Background: an optimization exercise with open tools, aiming at a short achievable clock period and few clock cycles. Do not read the settings as production practice. Function was checked by simulation only, so behaviour that the tests miss may differ from the original. Power and IR drop assume default switching activity.

$ cat flow/design.v
`timescale 1ns / 1ps
module riscv_cpu(clk, rst, imem_addr, imem_data, mem_addr, mem_wdata, mem_we, mem_rdata);
   input clk;
   input rst;
   output [31:0] imem_addr;
   input [31:0] imem_data;
   output [31:0] mem_addr;
   output [7:0] mem_wdata;
   output mem_we;
   input [7:0] mem_rdata;
   localparam QD = 4;    
   localparam QW = 2;    
   localparam NB = 4;    
   reg rst_q;
   always @(posedge clk) rst_q <= rst;
   integer j, m;
   reg [31:0] pc_f;
   reg [31:0] ia_q;      
   assign imem_addr = ia_q;
   reg        btb_v  [0:NB-1];
   reg [9:0]  btb_pc [0:NB-1];
   reg [9:0]  btb_tg [0:NB-1];
   reg [1:0]  btb_rr;
   reg [NB-1:0] hit;
   reg [31:0] ptg;
   always @(*) begin
      ptg = 32'd0;
      for (j = 0; j < NB; j = j + 1) begin
         hit[j] = btb_v[j] & (btb_pc[j] == pc_f[11:2]);
         ptg = ptg | ({32{hit[j]}} & {20'd0, btb_tg[j], 2'b00});
      end
   end
   wire pred = |hit;
   reg        v_d;
   reg [31:0] ir_d, pc_d;
   reg        pred_d;
   reg [31:0] ptg_d;
   reg [NB-1:0] hit_d;
   wire [6:0] opc_d = ir_d[6:0];
   wire [2:0] f3_d  = ir_d[14:12];
   wire [6:0] f7_d  = ir_d[31:25];
   wire [4:0] rd_d  = ir_d[11:7];
   wire [4:0] rs1_d = ir_d[19:15];
   wire [4:0] rs2_d = ir_d[24:20];
   wire d_lui   = (opc_d == 7'b0110111);
   wire d_auipc = (opc_d == 7'b0010111);
   wire d_jal   = (opc_d == 7'b1101111);
   wire d_jalr  = (opc_d == 7'b1100111);
   wire d_br    = (opc_d == 7'b1100011);
   wire d_ld    = (opc_d == 7'b0000011);
   wire d_st    = (opc_d == 7'b0100011);
   wire d_opi   = (opc_d == 7'b0010011);
   wire d_op    = (opc_d == 7'b0110011);
   wire [31:0] imm_i = {{20{ir_d[31]}}, ir_d[31:20]};
   wire [31:0] imm_s = {{20{ir_d[31]}}, ir_d[31:25], ir_d[11:7]};
   wire [31:0] imm_b = {{19{ir_d[31]}}, ir_d[31], ir_d[7], ir_d[30:25], ir_d[11:8], 1'b0};
   wire [31:0] imm_u = {ir_d[31:12], 12'b0};
   wire [31:0] imm_j = {{11{ir_d[31]}}, ir_d[31], ir_d[19:12], ir_d[20], ir_d[30:21], 1'b0};
   reg [31:0] s1oh, s2oh, rdoh;
   reg        d_use1, d_use2, d_wralu, d_wrld, d_spred;
   wire [6:0] opc_f = imem_data[6:0];
   wire f_lui   = (opc_f == 7'b0110111);
   wire f_auipc = (opc_f == 7'b0010111);
   wire f_jal   = (opc_f == 7'b1101111);
   wire f_jalr  = (opc_f == 7'b1100111);
   wire f_br    = (opc_f == 7'b1100011);
   wire f_ld    = (opc_f == 7'b0000011);
   wire f_st    = (opc_f == 7'b0100011);
   wire f_opi   = (opc_f == 7'b0010011);
   wire f_op    = (opc_f == 7'b0110011);
   wire f_rdnz  = (imem_data[11:7] != 5'd0);
   wire f_spred = f_jal | (f_br & ((imem_data[14:12] == 3'b001) | imem_data[31]));
   reg        v_e;
   reg [31:0] A, B, OPB, OPBS;   
   reg        sub_e;
   reg [7:0]  f3oh_e;
   reg        cres_e;            
   reg [31:0] cres_v;
   reg        wralu_e, ld_e, st_e, br_e, jal_e, jalr_e;
   reg [2:0]  f3_e;
   reg [31:0] rdoh_e;
   reg [4:0]  rd_e;
   reg [31:0] mimm_e, jimm_e;    
   reg [31:0] rel_e, pc4_e;      
   reg        nxt_e;             
   reg [1:0]  mcnt_e;
   reg        msg_e;
   reg        pred_e;            
   reg        bp_e;              
   reg [31:0] ptg_e;
   reg        addi_e;            
   reg [31:0] nimm_e;            
   reg [31:0] jchk_e;            
   reg [NB-1:0] hit_e;
   wire [1023:0] rff;
   wire        we1, we2;
   wire [31:0] wd1, wd2;
   reg  [31:0] wb_oh;
   assign rff[31:0] = 32'd0;
   genvar g;
   generate
      for (g = 1; g < 32; g = g + 1) begin : R
         reg [31:0] q;
         always @(posedge clk) begin
            if (rst_q)
               q <= 32'd0;
            else if (we1 && rdoh_e[g])
               q <= wd1;
            else if (we2 && wb_oh[g])
               q <= wd2;
         end
         assign rff[g*32 +: 32] = q;
      end
   endgenerate
   reg [31:0] ra, rb;
   always @(*) begin
      ra = 32'd0;
      rb = 32'd0;
      for (m = 1; m < 32; m = m + 1) begin
         ra = ra | ({32{s1oh[m]}} & rff[m*32 +: 32]);
         rb = rb | ({32{s2oh[m]}} & rff[m*32 +: 32]);
      end
   end
   wire [31:0] sum = A + OPBS + {31'd0, sub_e};
   wire lt  = ({~A[31], A[30:0]} < {~OPB[31], OPB[30:0]});
   wire ltu = (A < OPB);
   wire eq  = (A == OPB);
   wire big_e = |OPB[31:5];
   wire [31:0] shl = big_e ? 32'd0 : (A << OPB[4:0]);
   wire [31:0] shr = big_e ? 32'd0 : (A >> OPB[4:0]);
   wire [31:0] alu = ({32{f3oh_e[0]}} & sum) |
                     ({32{f3oh_e[1]}} & shl) |
                     ({32{f3oh_e[2]}} & {31'd0, lt}) |
                     ({32{f3oh_e[3]}} & {31'd0, ltu}) |
                     ({32{f3oh_e[4]}} & (A ^ OPB)) |
                     ({32{f3oh_e[5]}} & shr) |
                     ({32{f3oh_e[6]}} & (A | OPB)) |
                     ({32{f3oh_e[7]}} & (A & OPB));
   wire [31:0] res = cres_e ? cres_v : alu;
   reg [31:1] busy;
   wire [31:0] busy0 = {busy, 1'b0};
   reg [QW:0] q_cnt;
   wire q_full = (q_cnt == QD);
   wire stall_e = v_e & (ld_e | st_e) & q_full;
   wire go = v_e & !stall_e;
   assign we1 = go & wralu_e;
   assign wd1 = res;
   reg cond;
   always @(*) begin
      case (f3_e)
         3'b000: cond = eq;
         3'b001: cond = !eq;
         3'b100: cond = lt;
         3'b101: cond = !lt;
         3'b110: cond = ltu;
         3'b111: cond = !ltu;
         default: cond = 1'b0;
      endcase
   end
   wire rel_taken = jal_e | (br_e & cond);           
   wire pred_ok = pred_e & ((rel_taken & (rel_e == ptg_e)) | (jalr_e & (A == jchk_e)));
   wire redirect = go & (pred_e ? !pred_ok : (jalr_e | (rel_taken & !nxt_e)));
   wire [31:0] jalr_tg = A + jimm_e;
   wire [31:0] fix_pc = jalr_e ? jalr_tg : rel_taken ? rel_e : pc4_e;
   wire ins = go & !bp_e & (jalr_e | (rel_taken & !nxt_e));
   wire del = go & bp_e & !pred_ok;
   wire [31:0] pend = (busy0 & ~wb_oh) | ((v_e & ld_e) ? rdoh_e : 32'd0);
   wire haz_d = v_d & ((d_use1 & |(pend & s1oh)) | (d_use2 & |(pend & s2oh)) |
                       ((d_wralu | d_wrld) & |(pend & rdoh)));
   wire stall_d = stall_e | haz_d;
   wire fe1 = v_e & wralu_e & |(rdoh_e & s1oh);    
   wire fe2 = v_e & wralu_e & |(rdoh_e & s2oh);
   wire fw1 = |(wb_oh & s1oh);               
   wire fw2 = |(wb_oh & s2oh);
   wire [31:0] a_d = fe1 ? res : fw1 ? wd2 : ra;
   wire [31:0] b_d = fe2 ? res : fw2 ? wd2 : rb;
   wire d_sub = d_op & (f7_d == 7'b0100000) & (f3_d == 3'b000);
   wire d_opb_reg = d_op | d_br;
   wire [31:0] opb_d = d_opb_reg ? b_d : imm_i;
   wire [31:0] rel_d = pc_d + (d_jal ? imm_j : imm_b);
   wire nxt_d = d_jal ? (imm_j == 32'd4) : (imm_b == 32'd4);
   wire dpred = !pred_d & d_spred & !nxt_d;
   wire zfuse = s2oh[0] & fe1 & addi_e & (f3_d[2:1] == 2'b00);
   wire dres = d_br & ((!fe1 & !fw1 & !fe2 & !fw2) | zfuse);
   wire eq_d  = zfuse ? (A == nimm_e) : (ra == rb);
   wire lt_d  = ({~ra[31], ra[30:0]} < {~rb[31], rb[30:0]});
   wire ltu_d = (ra < rb);
   reg cond_d;
   always @(*) begin
      case (f3_d)
         3'b000: cond_d = eq_d;
         3'b001: cond_d = !eq_d;
         3'b100: cond_d = lt_d;
         3'b101: cond_d = !lt_d;
         3'b110: cond_d = ltu_d;
         3'b111: cond_d = !ltu_d;
         default: cond_d = 1'b0;
      endcase
   end
   wire tk_d = cond_d & !nxt_d;
   wire ptg_ok_d = (ptg_d == rel_d);
   wire dr_t  = v_d & !stall_d & (dres ? (tk_d & !(pred_d & ptg_ok_d)) : dpred);
   wire dr_nt = v_d & !stall_d & dres & !tk_d & pred_d;
   wire dred = dr_t | dr_nt;
   wire [31:0] pc4_d = pc_d + 32'd4;
   wire [31:0] next_pc = redirect ? fix_pc : dr_t ? rel_d : dr_nt ? pc4_d : stall_d ? pc_f :
                         pred ? ptg : (pc_f + 32'd4);
   wire [31:0] next_ia = redirect ? fix_pc : dr_t ? rel_d : dr_nt ? pc4_d : stall_d ? pc_f :
                         pred ? ptg : (ia_q + 32'd4);
   always @(posedge clk) begin
      if (rst_q) begin
         pc_f <= 32'd4;
         ia_q <= 32'd4;
         v_d <= 1'b0;
         v_e <= 1'b0;
      end else begin
         pc_f <= next_pc;
         ia_q <= next_ia;
         if (!stall_d) begin
            ir_d <= imem_data;
            s1oh <= 32'd1 << imem_data[19:15];
            s2oh <= 32'd1 << imem_data[24:20];
            rdoh <= 32'd1 << imem_data[11:7];
            d_use1 <= !(f_lui | f_auipc | f_jal);
            d_use2 <= f_op | f_br | f_st;
            d_wralu <= (f_lui | f_auipc | f_jal | f_jalr | f_opi | f_op) & f_rdnz;
            d_wrld <= f_ld & f_rdnz;
            d_spred <= f_spred;
            pc_d <= pc_f;
            pred_d <= pred;
            ptg_d <= ptg;
            hit_d <= hit;
         end
         if (redirect)
            v_d <= 1'b0;
         else if (!stall_d)
            v_d <= !dred;
         if (!stall_e) begin
            v_e <= v_d & !haz_d & !redirect;
            A <= a_d;
            B <= b_d;
            OPB <= opb_d;
            OPBS <= d_sub ? ~opb_d : opb_d;
            sub_e <= d_sub;
            f3oh_e <= 8'd1 << f3_d;
            cres_e <= d_lui | d_auipc | d_jal | d_jalr;
            cres_v <= d_lui ? imm_u : d_auipc ? (pc_d + imm_u) : (pc_d + 32'd4);
            wralu_e <= d_wralu;
            ld_e <= d_ld;
            st_e <= d_st;
            br_e <= d_br;
            jal_e <= d_jal;
            jalr_e <= d_jalr;
            f3_e <= f3_d;
            rdoh_e <= (d_wralu | d_wrld) ? rdoh : 32'd0;
            rd_e <= rd_d;
            mimm_e <= d_st ? imm_s : imm_i;
            jimm_e <= imm_i + 32'd4;
            rel_e <= rel_d;
            pc4_e <= pc4_d;
            addi_e <= d_opi & (f3_d == 3'b000);
            nimm_e <= 32'd0 - imm_i;
            nxt_e <= nxt_d;
            mcnt_e <= (f3_d[1:0] == 2'b00) ? 2'd0 : (f3_d[1:0] == 2'b01) ? 2'd1 : 2'd3;
            msg_e <= !((f3_d == 3'b100) | (f3_d == 3'b101));
            pred_e <= dres ? tk_d : (pred_d | dpred);
            bp_e <= pred_d;
            ptg_e <= (pred_d & !dres) ? ptg_d : rel_d;
            jchk_e <= ptg_d - imm_i - 32'd4;
            hit_e <= hit_d;
         end
      end
   end
   reg        ins_q, del_q;
   reg [31:0] ins_pc, ins_tg;
   reg [NB-1:0] del_oh;
   reg [31:0] pc_e;
   always @(posedge clk) begin
      if (!stall_e) pc_e <= pc_d;
   end
   always @(posedge clk) begin
      if (rst_q) begin
         ins_q <= 1'b0;
         del_q <= 1'b0;
      end else begin
         ins_q <= ins;
         del_q <= del;
      end
      ins_pc <= pc_e;
      ins_tg <= jalr_e ? jalr_tg : rel_e;
      del_oh <= hit_e;
   end
   always @(posedge clk) begin
      if (rst_q) begin
         for (j = 0; j < NB; j = j + 1) btb_v[j] <= 1'b0;
         btb_rr <= 2'd0;
      end else if (ins_q) begin
         btb_v[btb_rr] <= 1'b1;
         btb_pc[btb_rr] <= ins_pc[11:2];
         btb_tg[btb_rr] <= ins_tg[11:2];
         btb_rr <= btb_rr + 1'b1;
      end else if (del_q) begin
         for (j = 0; j < NB; j = j + 1)
            if (del_oh[j]) btb_v[j] <= 1'b0;
      end
   end
   wire [31:0] m_addr = A + mimm_e;
   wire mem_go = go & (ld_e | st_e);
   reg        q_st   [0:QD-1];
   reg [1:0]  q_cn   [0:QD-1];
   reg        q_sg   [0:QD-1];
   reg [4:0]  q_rd   [0:QD-1];
   reg [31:0] q_ad   [0:QD-1];
   reg [31:0] q_da   [0:QD-1];
   reg [QW-1:0] q_hd, q_tl;
   reg        eb;         
   reg        e_st;
   reg [1:0]  e_cnt;      
   reg [1:0]  e_sz;
   reg [1:0]  e_idx;
   reg        e_sg;
   reg [4:0]  e_rd;
   reg [31:0] maddr;
   reg [31:0] wsh;
   reg        mwe;
   reg [31:0] ma_o;
   reg [7:0]  wd_o;
   assign mem_addr = ma_o;
   assign mem_wdata = wd_o;
   assign mem_we = mwe;
   wire e_free = !eb | (e_cnt == 2'd0);
   wire take_q = e_free & (q_cnt != 0);
   wire take_d = e_free & (q_cnt == 0) & mem_go;
   wire push = mem_go & !take_d;
   always @(posedge clk) begin
      if (push) begin
         q_st[q_tl] <= st_e;
         q_cn[q_tl] <= mcnt_e;
         q_sg[q_tl] <= msg_e;
         q_rd[q_tl] <= rd_e;
         q_ad[q_tl] <= m_addr;
         q_da[q_tl] <= B;
      end
   end
   always @(posedge clk) begin
      if (rst_q) begin
         q_cnt <= 0;
         q_hd <= 0;
         q_tl <= 0;
      end else begin
         if (push) q_tl <= q_tl + 1'b1;
         if (take_q) q_hd <= q_hd + 1'b1;
         q_cnt <= q_cnt + push - take_q;
      end
   end
   wire e_next = eb & (e_cnt != 2'd0);
   wire [31:0] maddr_n = rst_q ? maddr : take_q ? q_ad[q_hd] : take_d ? m_addr :
                         e_next ? (ma_o + 32'd1) : maddr;
   wire [7:0] wd_n = rst_q ? wsh[7:0] : take_q ? q_da[q_hd][7:0] : take_d ? B[7:0] :
                     e_next ? wsh[15:8] : wsh[7:0];
   always @(posedge clk) begin
      ma_o <= maddr_n;
      wd_o <= wd_n;
   end
   always @(posedge clk) begin
      if (rst_q) begin
         eb <= 1'b0;
         mwe <= 1'b0;
      end else if (take_q) begin
         eb <= 1'b1;
         e_st <= q_st[q_hd];
         mwe <= q_st[q_hd];
         e_cnt <= q_cn[q_hd];
         e_sz <= q_cn[q_hd];
         e_idx <= 2'd0;
         e_sg <= q_sg[q_hd];
         e_rd <= q_rd[q_hd];
         maddr <= q_ad[q_hd];
         wsh <= q_da[q_hd];
      end else if (take_d) begin
         eb <= 1'b1;
         e_st <= st_e;
         mwe <= st_e;
         e_cnt <= mcnt_e;
         e_sz <= mcnt_e;
         e_idx <= 2'd0;
         e_sg <= msg_e;
         e_rd <= rd_e;
         maddr <= m_addr;
         wsh <= B;
      end else if (eb & (e_cnt != 2'd0)) begin
         e_cnt <= e_cnt - 1'b1;
         e_idx <= e_idx + 1'b1;
         maddr <= maddr + 32'd1;
         wsh <= {8'd0, wsh[31:8]};
      end else begin
         eb <= 1'b0;
         mwe <= 1'b0;
      end
      if (rst) mwe <= 1'b0;
   end
   reg       rcv_v;
   reg [1:0] rcv_idx;
   reg [7:0] lb0, lb1, lb2;
   reg       wb_v, wb_sg;
   reg [1:0] wb_sz;
   always @(posedge clk) begin
      if (rst_q) begin
         rcv_v <= 1'b0;
         wb_v <= 1'b0;
         wb_oh <= 32'd0;
      end else begin
         rcv_v <= eb & !e_st;
         rcv_idx <= e_idx;
         wb_v <= eb & !e_st & (e_cnt == 2'd0);
         wb_oh <= (eb & !e_st & (e_cnt == 2'd0) & (e_rd != 5'd0)) ? (32'd1 << e_rd) : 32'd0;
         wb_sz <= e_sz;
         wb_sg <= e_sg;
      end
      if (rcv_v) begin
         case (rcv_idx)
            2'd0: lb0 <= mem_rdata;
            2'd1: lb1 <= mem_rdata;
            default: lb2 <= mem_rdata;
         endcase
      end
   end
   assign we2 = wb_v;
   assign wd2 = (wb_sz == 2'd0) ? {{24{wb_sg & mem_rdata[7]}}, mem_rdata} :
                (wb_sz == 2'd1) ? {{16{wb_sg & mem_rdata[7]}}, mem_rdata, lb0} :
                {mem_rdata, lb2, lb1, lb0};
   integer k;
   always @(posedge clk) begin
      if (rst_q)
         busy <= 31'd0;
      else begin
         for (k = 1; k < 32; k = k + 1) begin
            if (mem_go & ld_e & rdoh_e[k])
               busy[k] <= 1'b1;
            else if (wb_oh[k])
               busy[k] <= 1'b0;
         end
      end
   end
endmodule
$ cat flow/flow/run.sh
#!/bin/bash
# Layout flow: the standard flow (standard synthesis, floorplan, place,
# CTS, route), with the setup repair of the floorplan, CTS and global-route
# steps aimed at a slack margin, so that the critical paths are sized and
# buffered well below the clock period instead of only up to it.
# Every tool's output stays in the ORFS logs; make's output is in standard.log.
cp standard.sh standard_sh.log
export SETUP_SLACK_MARGIN=${MARGIN:-16.3}
export TNS_END_PERCENT=${TNS:-100}
bash standard.sh > standard.log 2>&1
$ cat flow/standard.sh
#!/bin/bash
# synth_recipe.tcl (not shown) runs the flow's synth.tcl, then flattens the netlist and writes it again
# the make line also repeats each setting of config.mk as NAME=value (left out here)
make -C /OpenROAD-flow-scripts/flow DESIGN_CONFIG=/design/flow/config.mk WORK_HOME=/design/flow/orfs CLKGATE_MAP_FILE= SYNTH_SCRIPT=/design/flow/synth_recipe.tcl "${@:-finish}"
$ cat flow/config.mk
export PLATFORM = sky130hd
export DESIGN_NAME = riscv_cpu
export DESIGN_NICKNAME = riscv_cpu
export VERILOG_FILES = /design/flow/design.v
export SDC_FILE = /design/flow/constraint.sdc
export NUM_CORES = 4
export LEC_CHECK = 0
export CAP_MARGIN = 20
export CORE_MARGIN = 2
export CORE_UTILIZATION = 40
export PLACE_DENSITY = 0.48
export SLEW_MARGIN = 20
$ cat flow/constraint.sdc
create_clock -name core_clock -period 22.0 [get_ports {clk}]
set_input_delay 4.4000 -clock core_clock [delete_from_list [all_inputs] [get_ports {clk}]]
set_output_delay 4.4000 -clock core_clock [all_outputs]
set_load 0.01 [all_outputs]
==> summary.txt, run 1 <==
# TYPE chip_impl_metric gauge
chip_impl_info{name="status",value="complete, no violations"} 1
chip_impl_metric{name="grt_first_pass_wirelength",unit="um"} 937400
chip_impl_metric{name="power.density_cell_area",unit="nW/um^2"} 152.8
chip_impl_metric{name="ys.warnings.count",unit=""} 1
chip_impl_metric{name="clkLatencyLatePin",unit="ns"} 0.97
chip_impl_info{name="clockRootBuffer",value="clkbuf_16"} 1
chip_impl_metric{name="postSynth.asyncResetShare",unit="%"} 0
chip_impl_metric{name="wl_per_cell",unit="um"} 38.57
chip_impl_metric{name="die_h",unit="um"} 560.4
chip_impl_metric{name="fin_nets",unit=""} 14100
chip_impl_metric{name="synth_edf_count",unit=""} 1049
chip_impl_metric{name="clock_sinks",unit=""} 2256
chip_impl_metric{name="final_period_minus_worst_setup_slack",unit="ns"} 5.843
chip_impl_metric{name="syn-num-nets",unit=""} 14350
chip_impl_metric{name="final_min_period_over_clock_period",unit="%"} 26.56
chip_impl_metric{name="fp-row-count",unit=""} 204
chip_impl_metric{name="detailed_place_hpwl",unit="um"} 417100
chip_impl_metric{name="io_buffers",unit=""} 114
chip_impl_metric{name="power.total",unit="uW"} 21920
chip_impl_metric{name="drv.max_cap_violation_count",unit=""} 0
chip_impl_metric{name="initial_utilization",unit="%"} 40.16
chip_impl_metric{name="synth.lib_cells_used.distinct",unit=""} 90
chip_impl_metric{name="max-slew-margin-rel",unit="%"} 9.845
chip_impl_info{name="critical_path.cell_chain",value="buf_6"} 1
chip_impl_metric{name="setup_tns",unit="ns"} 0
chip_impl_metric{name="ys_seq_elements",unit=""} 2256
chip_impl_metric{name="core_area",unit="sq um"} 308300
chip_impl_metric{name="grt_remaining_overflow",unit=""} 0
chip_impl_metric{name="seq_area_frac_synth",unit="%"} 44.95
chip_impl_info{name="worstSetupStartpointType",value="register"} 1
chip_impl_metric{name="critPathBufInv",unit=""} 1
chip_impl_metric{name="routed_wirelength",unit="um"} 698800
chip_impl_metric{name="remaining_drc_errors",unit=""} 0
chip_impl_metric{name="timing_max_transition_violations_final",unit=""} 0
chip_impl_info{name="synth_flop_cell",value="dfxtp_1"} 1
chip_impl_info{name="worstHoldPathType",value="register to register"} 1
chip_impl_info{name="timing.setup.critical_path_class",value="register to output pin"} 1
chip_impl_metric{name="route.detailed.vias_per_inst",unit=""} 6.893
chip_impl_info{name="cts_tree",value="built"} 1
chip_impl_metric{name="clock_skew_after_layout",unit="ns"} 0.09849
chip_impl_metric{name="crit_fanout",unit=""} 4
chip_impl_metric{name="synthesis.area",unit="sq um"} 123800
chip_impl_metric{name="max-clock-path-buffers",unit=""} 4
chip_impl_metric{name="cellLeakagePower",unit="uW"} 0.05135
chip_impl_metric{name="timing.critical_path.arrival",unit="ns"} 1.44
chip_impl_metric{name="worst-endpoint-required",unit="ns"} 17.60
chip_impl_metric{name="final_layout_size_suffix_gt1_share",unit="%"} 12.22
chip_impl_metric{name="setup_viol",unit=""} 0
chip_impl_metric{name="gp_congestion",unit=""} 0.9816
chip_impl_metric{name="detail_route.iter0.violations",unit=""} 21860
chip_impl_metric{name="achievable_frequency",unit="MHz"} 171.2
chip_impl_metric{name="die_area",unit="sq um"} 314000
chip_impl_metric{name="synth.avg_cell_area",unit="sq um"} 8.852
chip_impl_metric{name="grt_start_max_net_pins",unit=""} 187
chip_impl_metric{name="global_route.usage.total",unit="%"} 42.30
chip_impl_metric{name="cts-buffers-inserted",unit=""} 275
chip_impl_metric{name="nFillCells",unit=""} 29520
chip_impl_metric{name="synth_cells",unit=""} 13990
chip_impl_metric{name="count_of_h_tree_levels_built_during_cts",unit=""} 5
chip_impl_metric{name="clock_slew_seen_by_the_registers_of_the_worst_setup_and_hold_paths",unit="ns"} 0.06
chip_impl_info{name="critical-path-top-delay-family",value="flip-flops"} 1
chip_impl_metric{name="antenna_found_initial",unit=""} 49
chip_impl_metric{name="drt_pre_antenna_iters",unit=""} 11
chip_impl_metric{name="routed-via-count",unit=""} 124900
chip_impl_metric{name="area_added_between_synthesis_and_finish",unit="%"} 15.90
chip_impl_info{name="critical_path.slowest_cell",value="dfxtp_4"} 1
chip_impl_metric{name="die_w",unit="um"} 560.4
chip_impl_info{name="crit_path_end_kind",value="output pin"} 1
chip_impl_metric{name="worst_slew_pin_slew",unit="ns"} 1.352
chip_impl_info{name="grt_setup_unrepaired",value="true"} 1
chip_impl_metric{name="vdd.ir_drop.worst",unit="mV"} 0.09079
chip_impl_metric{name="number_of_ports_placed_on_the_die_boundary",unit=""} 115
chip_impl_metric{name="detail-route-antenna-nets",unit=""} 0
chip_impl_metric{name="final_hold_viol_count",unit=""} 0
chip_impl_metric{name="timing.critical_path.slowest_cell_delay",unit="ns"} 0.38
chip_impl_metric{name="cts-hold-fix-buffers",unit=""} 0
chip_impl_metric{name="via_count_of_the_first_global_routing_pass",unit=""} 113000
-- registers in the layout (all words and copies together), names as in the netlist, 40 cells and up, named ones only --
signal  cells
R.q       992
q_ad      128
q_da      128
btb_pc     40
btb_tg     40
-- metal layers --
layer,GRT usage [%],part of all wire (%)
met1,52.05,37
met2,61.86,42
met3,14.89,13
met4,29.03,8.6
met5,0.4217,0.12
-- what timing repair did --
action,4_1_cts,5_1_grt
cloned,11,13
pin swaps,20,50
endpoints found under the setup margin,812,320
setup buffers,85,91
resized for setup,740,226
-- area by class of cell --
| type | instances | area [sq um] | share of cell area, % |
|---|---|---|---|
| tap | 4120 | 5155 | 3.592 |
| antenna | 44 | 110.1 | 0.07672 |
| inverter | 307 | 1162 | 0.8099 |
| clock buffer | 376 | 7676 | 5.348 |
| sequential | 2256 | 55880 | 38.93 |
| clock inverter | 121 | 1505 | 1.049 |
| multi-input combinational | 10150 | 64140 | 44.69 |
| timing repair inverter | 1 | 7.507 | 0.005231 |
| timing repair buffer | 747 | 7889 | 5.497 |
-- power by group --
part           switching (uW)  internal, uW  leakage [uW]
combinational            7340          3300        0.0270
sequential                904          5600        0.0199
clock                    2030          2750       0.00449
-- per-stage QoR --
stage	worst slack (ns)	hold slack (ns)	util, %	instance area [sq um]	std cells
floorplan	14.53	0.3233	-	124100	13990
CTS	16.11	0.3293	45.83	141300	17970
global route	16.13	0.3404	46.51	143400	18080
global placement	14.36	0.3282	42.10	129800	17380
finish	16.16	0.3385	46.55	143500	18120
detailed placement	14.42	0.3269	42.12	129900	17380
-- cell families after synthesis --
| family | synth area share [%] |
|---|---|
| compound gates | 24.11 |
| flops | 44.95 |
| mux | 3.778 |
| xor+xnor | 3.000 |
| other cells | 0.003028 |
| simple gates | 16.02 |
| buf+inv | 4.842 |
| fa+ha+maj | 3.292 |
-- synthesized netlist by cell type, drive strengths merged (97+ instances only) --
| library cell | count | share of area [%] |
|---|---|---|
| xor2 | 161 | 1.1 |
| o211ai | 228 | 1.4 |
| o21ai | 831 | 3.4 |
| and2 | 97 | 0.49 |
| a221oi | 222 | 1.6 |
| a22o | 225 | 1.6 |
| xnor2 | 258 | 1.8 |
| nand4 | 179 | 0.90 |
| nor3 | 137 | 0.55 |
| mux2i | 149 | 1.2 |
| nand3 | 302 | 1.2 |
| a21oi | 1114 | 4.5 |
| nor2 | 2225 | 6.7 |
| inv | 304 | 0.92 |
| ha | 313 | 3.2 |
| clkbuf | 1171 | 3.5 |
| edfxtp | 1049 | 25 |
| nand2 | 1213 | 3.7 |
| a211oi | 664 | 4.0 |
| dfxtp | 1207 | 20 |
| buf | 111 | 0.36 |
| mux4 | 119 | 2.2 |
| a22oi | 601 | 3.6 |
-- final timing paths --
kind,start,endpoint,slack [ns],cells after the start
max,ia_q[19]$_SDFF_PP0_,imem_addr[19],16.16,1
min,hit_e[3]$_DFFE_PP_,del_oh[3]$_DFF_P_,0.34,0
max reg2reg,s2oh[18]$_SDFFCE_PN0P_,ia_q[12]$_SDFF_PP0_,16.16,22
min reg2reg,hit_e[3]$_DFFE_PP_,del_oh[3]$_DFF_P_,0.34,0
-- cells in the final DEF, fill, tap and decap left out, types with 67 or more instances in the layout --
cell type  instances
dfxtp_1         1135
xnor2_1          254
and3_1            67
buf_4            461
a21o_1            82
o21ai_0          804
nor2b_1           85
ha_1             303
buf_12            78
nand2_1         1147
a221oi_1         203
a22oi_1          601
a22o_1           225
clkbuf_16        291
nor2_1          2209
nor3_1           108
nand3_1          299
nand4_1          179
mux4_2           119
xor2_1           158
buf_6            110
edfxtp_1        1049
mux2i_1          135
o211ai_1         228
a21oi_1         1077
inv_1            297
a211oi_1         659
Testbench counts, summed over its fixed seeds: cycles 47,245.
==> inputs of run 2 (changes only) <==
==> flow/flow/run.sh (replaced) <==
#!/bin/bash
# Layout flow: the standard flow (standard synthesis, floorplan, place,
# CTS, route) with two changes:
#  - the setup repair of the floorplan, CTS and global-route steps aims at a
#    slack margin, so that the critical paths are sized and buffered well
#    below the clock period instead of only up to it;
#  - the antenna repair after global routing inserts jumpers and diodes with a
#    margin on the antenna ratios (flow/antenna.tcl), so the detailed
#    router's wiring passes the antenna check with fewer reroute rounds.
# Every tool's output stays in the ORFS logs; make's output is in standard.log.
cp standard.sh standard_sh.log
export SETUP_SLACK_MARGIN=${MARGIN:-16.6}
export TNS_END_PERCENT=${TNS:-100}
export PRE_GLOBAL_ROUTE_TCL=$PWD/flow/antenna.tcl
bash standard.sh > standard.log 2>&1
==> flow/flow/antenna.tcl (new file) <==
# Diode insertion with a margin on the antenna ratios, so that the detailed
# router's wiring, which differs from the global routes, still passes the
# antenna check and the antenna loop of the detailed route step ends early.
if {[info commands repair_antennas_std] eq ""} {
  rename repair_antennas repair_antennas_std
  proc repair_antennas {args} {
    puts "repair_antennas (wrapped): -ratio_margin 30 $args"
    return [repair_antennas_std -ratio_margin 30 {*}$args]
  }
}
==> run 2 against run 1 <==
Effect of this change:
- fmax about the same
- sequential power about the same
- combinational power is 11% higher
- clock power grew 2%
- first-iteration DRC count grew 16%
- wire length increased by 5.1%
- non-clock buffer count is 219 higher
- sequential cell count did not move
- die area unchanged
- cell count rose by 1.6%
- core utilization is 2.2 points higher
- largest cell class unchanged
- largest power group unchanged
==> summary.txt, run 2 <==
# TYPE chip_impl_metric gauge
chip_impl_info{name="status",value="complete, no violations"} 1
chip_impl_info{name="final_cell_mix",value="2191 x nor2_1, 1136 x nand2_1, 1132 x dfxtp_1"} 1
chip_impl_info{name="synth_most_common_cell",value="nor2_1"} 1
chip_impl_metric{name="power.density_cell_area",unit="nW/um^2"} 154.8
chip_impl_metric{name="largest_register_ff_count",unit=""} 992
chip_impl_metric{name="global_route.usage.total",unit="%"} 44.35
chip_impl_metric{name="fin_nets",unit=""} 14340
chip_impl_metric{name="ys_seq_elements",unit=""} 2256
chip_impl_metric{name="synth_cells",unit=""} 13990
chip_impl_metric{name="timing.critical_path.arrival",unit="ns"} 6.68
chip_impl_metric{name="grt_first_pass_wirelength",unit="um"} 975400
chip_impl_info{name="clockRootBuffer",value="clkbuf_16"} 1
chip_impl_metric{name="max-slew-margin-rel",unit="%"} 9.919
chip_impl_metric{name="setup_viol",unit=""} 0
chip_impl_info{name="synth_flop_cell",value="dfxtp_1"} 1
chip_impl_metric{name="synth.top_cell.area_share",unit="%"} 25.44
chip_impl_metric{name="final_design_area_no_fill",unit="sq um"} 150200
chip_impl_info{name="yosys.area.top_type",value="edfxtp_1"} 1
chip_impl_metric{name="initial_utilization",unit="%"} 40.16
chip_impl_metric{name="count_of_h_tree_levels_built_during_cts",unit=""} 5
chip_impl_metric{name="synthesis.area",unit="sq um"} 123800
chip_impl_info{name="reg.largest.list",value="R.q (992), q_ad (128), q_da (128)"} 1
chip_impl_metric{name="crit_fanout",unit=""} 19
chip_impl_metric{name="nFillCells",unit=""} 28870
chip_impl_info{name="critical_path.slowest_cell",value="or4_4"} 1
chip_impl_metric{name="final_core_util",unit="%"} 48.70
chip_impl_metric{name="hold_slack",unit="ns"} 0.3455
chip_impl_metric{name="core_area",unit="sq um"} 308300
chip_impl_metric{name="timing_max_transition_violations_final",unit=""} 0
chip_impl_metric{name="final_period_minus_worst_setup_slack",unit="ns"} 5.846
chip_impl_metric{name="share_seq_of_total_power",unit="%"} 28.1
chip_impl_metric{name="ys.warnings.count",unit=""} 1
chip_impl_metric{name="drt_pre_antenna_iters",unit=""} 12
chip_impl_metric{name="die_area",unit="sq um"} 314000
chip_impl_metric{name="area_added_between_synthesis_and_finish",unit="%"} 21.26
chip_impl_metric{name="postSynth.asyncResetShare",unit="%"} 0
chip_impl_metric{name="io_buffers",unit=""} 114
chip_impl_metric{name="grt_start_max_net_pins",unit=""} 192
chip_impl_metric{name="final_layout_size_suffix_gt1_share",unit="%"} 16.59
chip_impl_metric{name="achievable_frequency",unit="MHz"} 171.1
chip_impl_metric{name="detail-route-antenna-nets",unit=""} 0
chip_impl_info{name="worstSetupStartpointType",value="register"} 1
chip_impl_metric{name="antenna_found_initial",unit=""} 130
chip_impl_metric{name="grt_remaining_overflow",unit=""} 0
chip_impl_metric{name="clkLatencyLatePin",unit="ns"} 0.98
chip_impl_info{name="cts_tree",value="built"} 1
chip_impl_metric{name="synth.avg_cell_area",unit="sq um"} 8.852
chip_impl_metric{name="power_frac_clock",unit="%"} 20.9
chip_impl_metric{name="clock_sinks",unit=""} 2256
chip_impl_metric{name="worst-endpoint-required",unit="ns"} 22.84
chip_impl_metric{name="critPathBufInv",unit=""} 8
chip_impl_info{name="critical_path.cell_chain",value="buf_8 > buf_16 > a222oi_1 > nand3_1 > or4_4 > ha_4 > buf_4 > a211oi_4 > nand2_1 > o211ai_1 > a31oi_4 > a2111o_1 > and3_1 > o31a_1 > buf_4 > a21oi_2 > buf_6 > and2_4 > buf_6 > buf_8 > buf_12 > nand2_1 > a311oi_2"} 1
chip_impl_info{name="post_synth_main_area_contributors",value="edfxtp_1 25%, dfxtp_1 20%, nor2_1 6.7%"} 1
chip_impl_metric{name="max-clock-path-buffers",unit=""} 4
chip_impl_metric{name="vdd.ir_drop.worst",unit="mV"} 0.09755
chip_impl_metric{name="place_area",unit="sq um"} 130300
chip_impl_metric{name="netSwitchingPower",unit="uW"} 10920
chip_impl_metric{name="die_w",unit="um"} 560.4
chip_impl_metric{name="cellLeakagePower",unit="uW"} 0.05420
chip_impl_metric{name="clock_skew_after_layout",unit="ns"} 0.09898
chip_impl_metric{name="routed_wirelength",unit="um"} 734600
chip_impl_metric{name="detail_route.iter0.violations",unit=""} 25430
chip_impl_metric{name="seq_area_frac_synth",unit="%"} 44.95
chip_impl_info{name="crit_path_end_kind",value="register"} 1
chip_impl_info{name="final_common_cell",value="nor2_1"} 1
chip_impl_info{name="worstHoldPathType",value="register to register"} 1
chip_impl_metric{name="syn-num-nets",unit=""} 14350
chip_impl_metric{name="detailed_place_hpwl",unit="um"} 415900
chip_impl_metric{name="via_count_of_the_first_global_routing_pass",unit=""} 116000
chip_impl_metric{name="cts-hold-fix-buffers",unit=""} 0
chip_impl_info{name="largest-register",value="R.q"} 1
chip_impl_info{name="critical-path-top-delay-family",value="compound AO/OA/AOI/OAI gates"} 1
chip_impl_metric{name="remaining_drc_errors",unit=""} 0
chip_impl_metric{name="setup_ws",unit="ns"} 16.15
chip_impl_metric{name="power_switching_share",unit="%"} 46.98
chip_impl_metric{name="synth_edf_count",unit=""} 1049
chip_impl_info{name="grt_setup_unrepaired",value="true"} 1
chip_impl_metric{name="power.internal",unit="uW"} 12320
chip_impl_metric{name="gp_congestion",unit=""} 0.9809
chip_impl_info{name="timing.setup.critical_path_class",value="register to register"} 1
chip_impl_metric{name="dp_worst_setup_slack",unit="ns"} 14.27
chip_impl_info{name="ys_top_cells_by_count",value="2225 x nor2_1, 1213 x nand2_1, 1207 x dfxtp_1"} 1
chip_impl_metric{name="die_h",unit="um"} 560.4
chip_impl_metric{name="final_min_period_over_clock_period",unit="%"} 26.57
chip_impl_metric{name="fp-row-count",unit=""} 204
chip_impl_metric{name="setup_tns",unit="ns"} 0
chip_impl_metric{name="route.detailed.vias_per_inst",unit=""} 6.995
chip_impl_metric{name="wl_per_cell",unit="um"} 39.91
chip_impl_metric{name="routed-via-count",unit=""} 128800
chip_impl_metric{name="worst_slew_pin_slew",unit="ns"} 1.351
chip_impl_metric{name="final_hold_viol_count",unit=""} 0
chip_impl_metric{name="clock_slew_seen_by_the_registers_of_the_worst_setup_and_hold_paths",unit="ns"} 0.06
chip_impl_metric{name="drv.max_cap_violation_count",unit=""} 0
chip_impl_metric{name="number_of_ports_placed_on_the_die_boundary",unit=""} 115
chip_impl_metric{name="synth.lib_cells_used.distinct",unit=""} 90
chip_impl_metric{name="timing.critical_path.slowest_cell_delay",unit="ns"} 0.71
chip_impl_metric{name="combPwrFrac",unit="%"} 51.0
chip_impl_metric{name="cts-buffers-inserted",unit=""} 279
==> run 2: changes by cell type in the layout (fill, tap and decap cells not counted), sizes merged, moves of 6 or more <==
cell           before   now
diode              44    89
clkbuf            389   401
a21oi            1116  1124
clkinv             86    80
bufbuf              8    19
clkdlybuf4s50      37    26
buf               688   902
==> run 2: layer usage <==
layer / part of all wire [%] / wire, um / vias to the layer above / track usage (%)
li1: - / - / 51620 / -
met1: 36 / 261700 / 62330 / 53.22
met2: 40 / 295800 / 11070 / 62.91
met3: 14 / 101400 / 3703 / 17.02
met4: 10 / 75090 / 34 / 35.85
met5: 0.092 / 677 / - / 0.7229
==> run 2: final timing paths <==
| check | startpoint | to | slack [ns] | depth (start not counted) |
|---|---|---|---|---|
| min | hit_e[0]$_DFFE_PP_ | del_oh[0]$_DFF_P_ | 0.35 | 0 |
| min reg2reg | hit_e[0]$_DFFE_PP_ | del_oh[0]$_DFF_P_ | 0.35 | 0 |
| max reg2reg | s1oh[12]$_SDFFCE_PP0P_ | ia_q[18]$_SDFF_PP0_ | 16.15 | 23 |
| max | s1oh[12]$_SDFFCE_PP0P_ | ia_q[18]$_SDFF_PP0_ | 16.15 | 23 |
==> run 2: final cells by class <==
class	instances	area (sq um)	area share (%)
antenna	89	222.7	0.1483
clock buffer	389	7964	5.303
clock inverter	117	1456	0.9699
inverter	307	1162	0.7741
multi-input combinational	10160	66900	44.55
sequential	2256	55890	37.22
tap	4120	5155	3.433
timing repair buffer	966	11400	7.592
timing repair inverter	1	7.507	0.004999
==> run 2: cells by family after synthesis <==
group | Yosys count | share of synthesized area, %
xor gates and xnor gates | 421 | 3.000
and+or+nand+nor | 4594 | 16.02
AOI/OAI and AO/OA | 4495 | 24.11
DFF | 2256 | 44.95
other | 1 | 0.003028
buffers and inverters | 1589 | 4.842
adders and majority gates | 321 | 3.292
muxes | 313 | 3.778
==> run 2: timing repair <==
action,CTS,global route
pin swaps,146,151
setup buffers,337,94
cloned,58,13
gates resized for setup,1147,345
setup endpoints to repair,1214,518
==> run 2: per-stage QoR <==
stage	instances	total power, uW
2_1_floorplan	13990	11400
3_3_place_gp	17300	15810
3_5_place_dp	17310	15900
4_1_cts	18210	22030
5_1_grt	18370	23580
6_report	18410	23240
==> run 2: power by group through the flow <==
stage | Sequential [uW] | Combinational [uW] | Clock [uW]
2_1_floorplan | 6130 | 5270 | 0
3_3_place_gp | 6560 | 9240 | 0
3_5_place_dp | 6580 | 9320 | 0
4_1_cts | 6500 | 10700 | 4860
5_1_grt | 6580 | 12000 | 5030
6_report | 6530 | 11800 | 4860

[what the ideal ports hide]
How much do the figures lean on ideal ports? The routed layouts below were timed once more, with nothing changed but the port constraints. Step 1: set_driving_cell puts a clkbuf_16 on clk and a buf_2 on each other input, an assumption about the parent block. Step 2 times the ports against the registers' clock, not the clock port: input delays grow and output delays shrink by t, the midpoint of the rising clock arrivals with the driver on. Three values: no drivers, after step 1, after step 2; two values: the first two.
| run | shift t [ns] | setup slack, ns | clock arrival spread, ns | worst register clock-pin slew, ns | worst data-port slew with drivers (ns) |
|---|---|---|---|---|---|
| run 1 | 1.034 | 16.157 / 16.049 / 15.322 | 0.100 / 0.100 | 0.08 / 0.08 | 0.10 |
| run 2 | 1.039 | 16.154 / 16.069 / 15.397 | 0.099 / 0.099 | 0.08 / 0.08 | 0.14 |
After both steps every run listed still meets setup and hold. For run 1, which loses most, drivers alone change the setup slack by -0.108 ns; drivers and shift together by -0.835 ns.
